Context: an optimization exercise on an open-source flow, tuned for small area, a short achievable clock period and few clock cycles per item. The choices shown serve that exercise and are no tape-out recipe.
Where RTL was checked, it was by simulation tests only, not by an equivalence proof against the original.
Power is estimated from default activity; no workload was simulated.

// SME
module SME(clk,reset,chardata,isstring,ispattern,valid,match,match_index);
input clk;
input reset;
input [7:0] chardata;
input isstring;
input ispattern;
output match;
output [4:0] match_index;
output valid;
localparam space = 8'h20;
localparam first = 8'h5E;
localparam last  = 8'h24;
localparam dot   = 8'h2E;
localparam star  = 8'h2A;
reg         isstr_r;             
reg         ispat_r, ispat_rr;   
reg  [31:0] eq_r;                
reg         tStar_r, tDot_r, tLast_r, tFirst_r;
reg  [7:0]  str_r [31:0];
reg  [5:0]  strCnt_r;
reg  [32:0] act_r;
reg         hasStar_r;           
reg  [4:0]  off_r;               
reg  [5:0]  pos_r;
reg         any_r;
reg         fin_r;
reg         valid_r, match_r;
reg  [4:0]  matchIdx_r;
assign valid = valid_r;
assign match = match_r;
assign match_index = matchIdx_r;
integer q;
wire       inFirst = (chardata == first);
wire       inLast  = (chardata == last);
wire [7:0] cmpChr  = (inFirst || inLast) ? space : chardata;
always @(posedge clk) begin
    if (reset) begin
        isstr_r  <= 1'b0;
        ispat_r  <= 1'b0;
        ispat_rr <= 1'b0;
    end
    else begin
        isstr_r  <= isstring;
        ispat_r  <= ispattern;
        ispat_rr <= ispat_r;
    end
    for (q = 0; q < 32; q = q + 1)
        eq_r[q] <= (str_r[q] == cmpChr);
    tStar_r  <= (chardata == star);
    tDot_r   <= (chardata == dot);
    tLast_r  <= inLast;
    tFirst_r <= inFirst;
end
  ...
Size: about 1,400 cells after synthesis, ~350 flip-flops, about 19 I/O pins, ~0.017 mm2 of cells after synthesis.
clock: 5.0 ns
lec_check: 0
cap_margin: 20
core_margin: 2
core_utilization: 60
setup_slack_margin: 3.0
slew_margin: 20
run.sh (not shown) runs the stock make flow with config.mk's settings and CLKGATE_MAP_FILE= SYNTH_SCRIPT=/design/flow/synth_recipe.tcl, a recipe that flattens the netlist after the stock synthesis.
Next try:
--- a/flow/config.mk
+++ b/flow/config.mk
@@ -9,4 +9,4 @@
 export CORE_MARGIN = 2
 export CORE_UTILIZATION = 60
-export SETUP_SLACK_MARGIN = 3.0
+export SETUP_SLACK_MARGIN = 2.8
 export SLEW_MARGIN = 20
Result:
- clock skew falls by 0.0039 ns
- routed wire length falls by 0.68%
- final area is about the same
- setup slack improves by 0.029 ns
- sequential power barely changes
- core utilization falls by 0.16 points
- flip-flop and latch count does not change
- clock power is about the same
- power hardly moves
No functional check of the RTL was part of any run of this note.


alpha:
SME, a different RTL version from the one above (not shown whole).
For scale: about 330 flip-flops, roughly 0.015 mm2 of cells after synthesis.
make LEC_CHECK=0 CAP_MARGIN=20 CORE_MARGIN=2 CORE_UTILIZATION=60 CTS_BUF_LIST=sky130_fd_sc_hd__clkbuf_16 CTS_CLUSTER_DIAMETER=70 CTS_CLUSTER_SIZE=30 SETUP_SLACK_MARGIN=2.8 SLEW_MARGIN=20 finish   # period 5.0 ns
Testbench counts of alpha, summed over its fixed seeds: cycles 25,363, patterns 1,963.
Modified inputs, beta compared to alpha
Settings: GPL_ROUTABILITY_DRIVEN: unset -> 0.
--- outcome ---
- Between alpha and beta, total setup buffers inserted after CTS decreased.
- Total power delta (alpha -> beta): insignificant
- In the metrics for alpha and beta, the one carrying the lower shortest clock period the worst path allows after layout is alpha.
- Between alpha and beta, the difference in fraction of layout instances using a drive strength above 1 is negligible.
- [compare] base=alpha new=beta: sum of routed wire length over all layers went up, fraction of area in registers about even, count of clock-buffer cells in the layout has decreased.
For gamma, these inputs were changed with respect to beta:
Settings: GPL_ROUTABILITY_DRIVEN no longer set, was 0; SETUP_SLACK_MARGIN now 3.0, was 2.8; CTS_CLUSTER_DIAMETER now 50, was 70; CTS_CLUSTER_SIZE now 20, was 30.
## What came out
Compared with beta, gamma shows via count higher by about 3%.
Compared with beta, in gamma worst setup slack saw an increase; clock period minus final worst setup slack saw a decrease; critical path depth saw an increase; number of buffers created by CTS saw an increase.


The RTL this note starts from:
==> flow/design.v <==
module SME(clk,reset,chardata,isstring,ispattern,valid,match,match_index);
input clk;
input reset;
input [7:0] chardata;
input isstring;
input ispattern;
output match;
output [4:0] match_index;
output valid;
localparam space = 8'h20;
localparam first = 8'h5E;
localparam last  = 8'h24;
localparam dot   = 8'h2E;
localparam star  = 8'h2A;
reg         isstr_r, isstr_rr;
reg         ispat_r, ispat_rr;
reg  [7:0]  chr_r;               
reg         tStar_r, tDot_r, tLast_r, tFirst_r;
reg  [7:0]  str_r [31:0];
reg  [5:0]  strCnt_r;
reg  [32:0] act_r;
reg         hasStar_r;
reg         frozen_r;
reg  [4:0]  off_r;               
reg  [5:0]  pos_r;
reg         any_r;
reg         fin_r;
reg         valid_r, match_r;
reg  [4:0]  matchIdx_r;
assign valid = valid_r;
assign match = match_r;
assign match_index = matchIdx_r;
integer q;
wire inFirst = (chardata == first);
wire inLast  = (chardata == last);
always @(posedge clk) begin
    if (reset) begin
        isstr_r  <= 1'b0;
        isstr_rr <= 1'b0;
        ispat_r  <= 1'b0;
        ispat_rr <= 1'b0;
    end
    else begin
        isstr_r  <= isstring;
        isstr_rr <= isstr_r;
        ispat_r  <= ispattern;
        ispat_rr <= ispat_r;
    end
    chr_r    <= (inFirst || inLast) ? space : chardata;
    tStar_r  <= (chardata == star);
    tDot_r   <= (chardata == dot);
    tLast_r  <= inLast;
    tFirst_r <= inFirst;
end
always @(posedge clk) begin
    if (isstr_r) begin
        for (q = 0; q < 31; q = q + 1)
            str_r[q] <= str_r[q+1];
        str_r[31] <= chr_r;
    end
end
always @(posedge clk) begin
    if (reset)
        strCnt_r <= 6'd0;
    else if (isstring)
        strCnt_r <= isstr_r ? strCnt_r + 6'd1 : 6'd1;
end
reg  [31:0] eq;
reg  [32:0] startSet;
reg  [32:0] src;
reg  [32:0] nxt;
reg  [32:0] pre;
wire        patFirst = ispat_r && !ispat_rr;
always @(*) begin
    for (q = 0; q < 32; q = q + 1) begin
        eq[q]       = (str_r[q] == chr_r);
        startSet[q] = ({1'b0, strCnt_r} + q >= 7'd32);
    end
    startSet[32] = 1'b0;
    src = act_r;
    pre = src;
    for (q = 32; q >= 1; q = q - 1) pre[q] = pre[q] | pre[q-1];
    for (q = 32; q >= 2; q = q - 1) pre[q] = pre[q] | pre[q-2];
    for (q = 32; q >= 4; q = q - 1) pre[q] = pre[q] | pre[q-4];
    for (q = 32; q >= 8; q = q - 1) pre[q] = pre[q] | pre[q-8];
    for (q = 32; q >= 16; q = q - 1) pre[q] = pre[q] | pre[q-16];
    for (q = 32; q >= 32; q = q - 1) pre[q] = pre[q] | pre[q-32];
    if (tStar_r)
        nxt = pre;
    else if (tFirst_r) begin
        nxt[0] = src[0];
        for (q = 1; q < 33; q = q + 1)
            nxt[q] = src[q] & (!src[q-1] | eq[q-1]);
        nxt[32] = 1'b0;
    end
    else if (tLast_r) begin
        for (q = 0; q < 32; q = q + 1)
            nxt[q] = src[q] & eq[q];
        nxt[32] = src[32];
    end
    else begin
        nxt[0] = 1'b0;
        for (q = 0; q < 32; q = q + 1)
            nxt[q+1] = src[q] & (tDot_r | eq[q]);
    end
end
wire       curStar = hasStar_r && !patFirst;
wire [4:0] curOff  = patFirst ? strCnt_r[4:0] : off_r;
wire       consume = !(tStar_r || tFirst_r || tLast_r);
always @(posedge clk) begin
    act_r <= ispat_r ? nxt : startSet;
    if (ispat_r)
        off_r <= (consume && !curStar) ? curOff - 5'd1 : curOff;
end
always @(posedge clk) begin
    if (reset) begin
        hasStar_r <= 1'b0;
        frozen_r  <= 1'b0;
    end
    else begin
        hasStar_r <= ispat_r && (curStar || tStar_r);
        frozen_r  <= hasStar_r;
    end
end
reg [5:0] lead;
always @(*) begin
    lead = 6'd0;
    for (q = 32; q >= 0; q = q - 1)
        if (act_r[q]) lead = q;
end
always @(posedge clk) begin
    if (!frozen_r) pos_r <= lead;
    any_r <= |act_r;
end
always @(posedge clk) begin
    if (reset) begin
        fin_r      <= 1'b0;
        valid_r    <= 1'b0;
        match_r    <= 1'b0;
        matchIdx_r <= 5'd0;
    end
    else begin
        fin_r      <= ispat_rr && !ispat_r;
        valid_r    <= fin_r;
        match_r    <= fin_r && any_r;
        matchIdx_r <= (fin_r && any_r) ? pos_r[4:0] + off_r : 5'd0;
    end
end
endmodule
Settings: LEC_CHECK=0, ABC_CLOCK_PERIOD_IN_PS=2000, CAP_MARGIN=20, CORE_MARGIN=2, CORE_UTILIZATION=70, CTS_BUF_LIST=sky130_fd_sc_hd__clkbuf_8, SETUP_SLACK_MARGIN=2.8, SLEW_MARGIN=20; clock period 5.0 ns.
The baseline completed with no timing, DRC or antenna violations.
Testbench counts at the start, summed over its fixed seeds: cycles 25,363, patterns 1,963.
Next try:
==> flow/config.mk (replaced) <==
export PLATFORM = sky130hd
export DESIGN_NAME = SME
export DESIGN_NICKNAME = SME
export VERILOG_FILES = /design/flow/design.v
export SDC_FILE = /design/flow/constraint.sdc
export NUM_CORES = 4
export LEC_CHECK = 0
export CAP_MARGIN = 20
export CORE_MARGIN = 2
export CORE_UTILIZATION = 40
export SLEW_MARGIN = 20
Outcome: The new run finished clean. Sequential power stays flat. Synthesized cell count stays the same. Via count is lower by a few percent. Power is higher by a few percent. Cell area is higher slightly. Routed wire length is higher by a few percent.
Next try:
--- a/flow/config.mk
+++ b/flow/config.mk
@@ -7,5 +7,10 @@
 export LEC_CHECK = 0
+export ABC_CLOCK_PERIOD_IN_PS = 2000
 export CAP_MARGIN = 20
 export CORE_MARGIN = 2
-export CORE_UTILIZATION = 40
+export CORE_UTILIZATION = 60
+export CTS_BUF_LIST = sky130_fd_sc_hd__clkbuf_8
+export CTS_CLUSTER_DIAMETER = 60
+export CTS_CLUSTER_SIZE = 20
+export SETUP_SLACK_MARGIN = 2.8
 export SLEW_MARGIN = 20
Result:
- routed wire length is lower by 2.4%
- synthesized area stays the same
- non-clock buffer count is higher by 9
Next try:
==> flow/config.mk (replaced) <==
export PLATFORM = sky130hd
export DESIGN_NAME = SME
export DESIGN_NICKNAME = SME
export VERILOG_FILES = /design/flow/design.v
export SDC_FILE = /design/flow/constraint.sdc
export NUM_CORES = 4
export LEC_CHECK = 0
export ABC_CLOCK_PERIOD_IN_PS = 1500
export CAP_MARGIN = 20
export CORE_MARGIN = 2
export CORE_UTILIZATION = 60
export SETUP_SLACK_MARGIN = 3.2
export SLEW_MARGIN = 20
Routed wire length grows by a quarter to a third.
Design area grows by about a fifth.
Global-route usage grows by 3.1 points.
Next try:
--- a/flow/config.mk
+++ b/flow/config.mk
@@ -7,3 +7,3 @@
 export LEC_CHECK = 0
-export ABC_CLOCK_PERIOD_IN_PS = 1500
+export ABC_CLOCK_PERIOD_IN_PS = 2000
 export CAP_MARGIN = 20
@@ -11,3 +11,3 @@
 export CORE_UTILIZATION = 60
-export SETUP_SLACK_MARGIN = 3.2
+export SETUP_SLACK_MARGIN = 2.8
 export SLEW_MARGIN = 20
The changed run produced a clean layout.
Cell count fell by about 7%.
Die area does not change.
Via count fell by about 10%.
Worst hold slack is about the same.
Wire length fell by about 20%.
Design area fell by 11%.
Power fell by about 1.4%.
Global-route usage fell by 2.6 points.
Fmax fell by 7.7%.

## separate check: timing with driven ports
The flow's constraints put no driver on any port. The routed layouts listed below were extracted and timed again, unchanged, in two steps. Step 1: set_driving_cell puts a clkbuf_16 on clk and a buf_2 on each other input, an assumption about the parent block. Step 2 times the ports against the registers' clock, not the clock port: input delays grow and output delays shrink by t, the midpoint of the rising clock arrivals with the driver on. Three values: no drivers, after step 1, after step 2; two values: the first two.
run	shift t [ns]	setup WS [ns]	worst hold slack (ns)	worst data-port slew with drivers (ns)	pins driven straight from the clock port
the first run of note 1	0.575	2.066 / 2.066 / 2.066	0.465 / 0.465 / 0.465	0.08	1
the second run of note 1	0.579	2.095 / 2.095 / 2.095	0.459 / 0.459 / 0.459	0.08	1
alpha	0.569	2.842 / 2.793 / 2.517	0.427 / 0.427 / 0.427	0.07	1
beta	0.569	2.741 / 2.741 / 2.511	0.427 / 0.427 / 0.427	0.06	1
gamma	0.562	2.784 / 2.784 / 2.538	0.455 / 0.455 / 0.455	0.06	1
the first run of note 3	0.625	2.809 / 2.809 / 2.416	0.462 / 0.462 / 0.462	0.04	1
the second run of note 3	0.581	2.262 / 2.262 / 2.036	0.464 / 0.464 / 0.464	0.04	1
the third run of note 3	0.643	2.801 / 2.801 / 2.481	0.460 / 0.460 / 0.460	0.05	1
the fourth run of note 3	0.559	3.018 / 3.001 / 2.742	0.466 / 0.466 / 0.466	0.06	1
the fifth run of note 3	0.559	2.853 / 2.838 / 2.435	0.464 / 0.464 / 0.464	0.04	1
After both steps setup and hold are still met in every run listed. The setup slack of the fifth run of note 3, which loses most, moves by -0.015 ns with the drivers and by -0.418 ns with both steps.
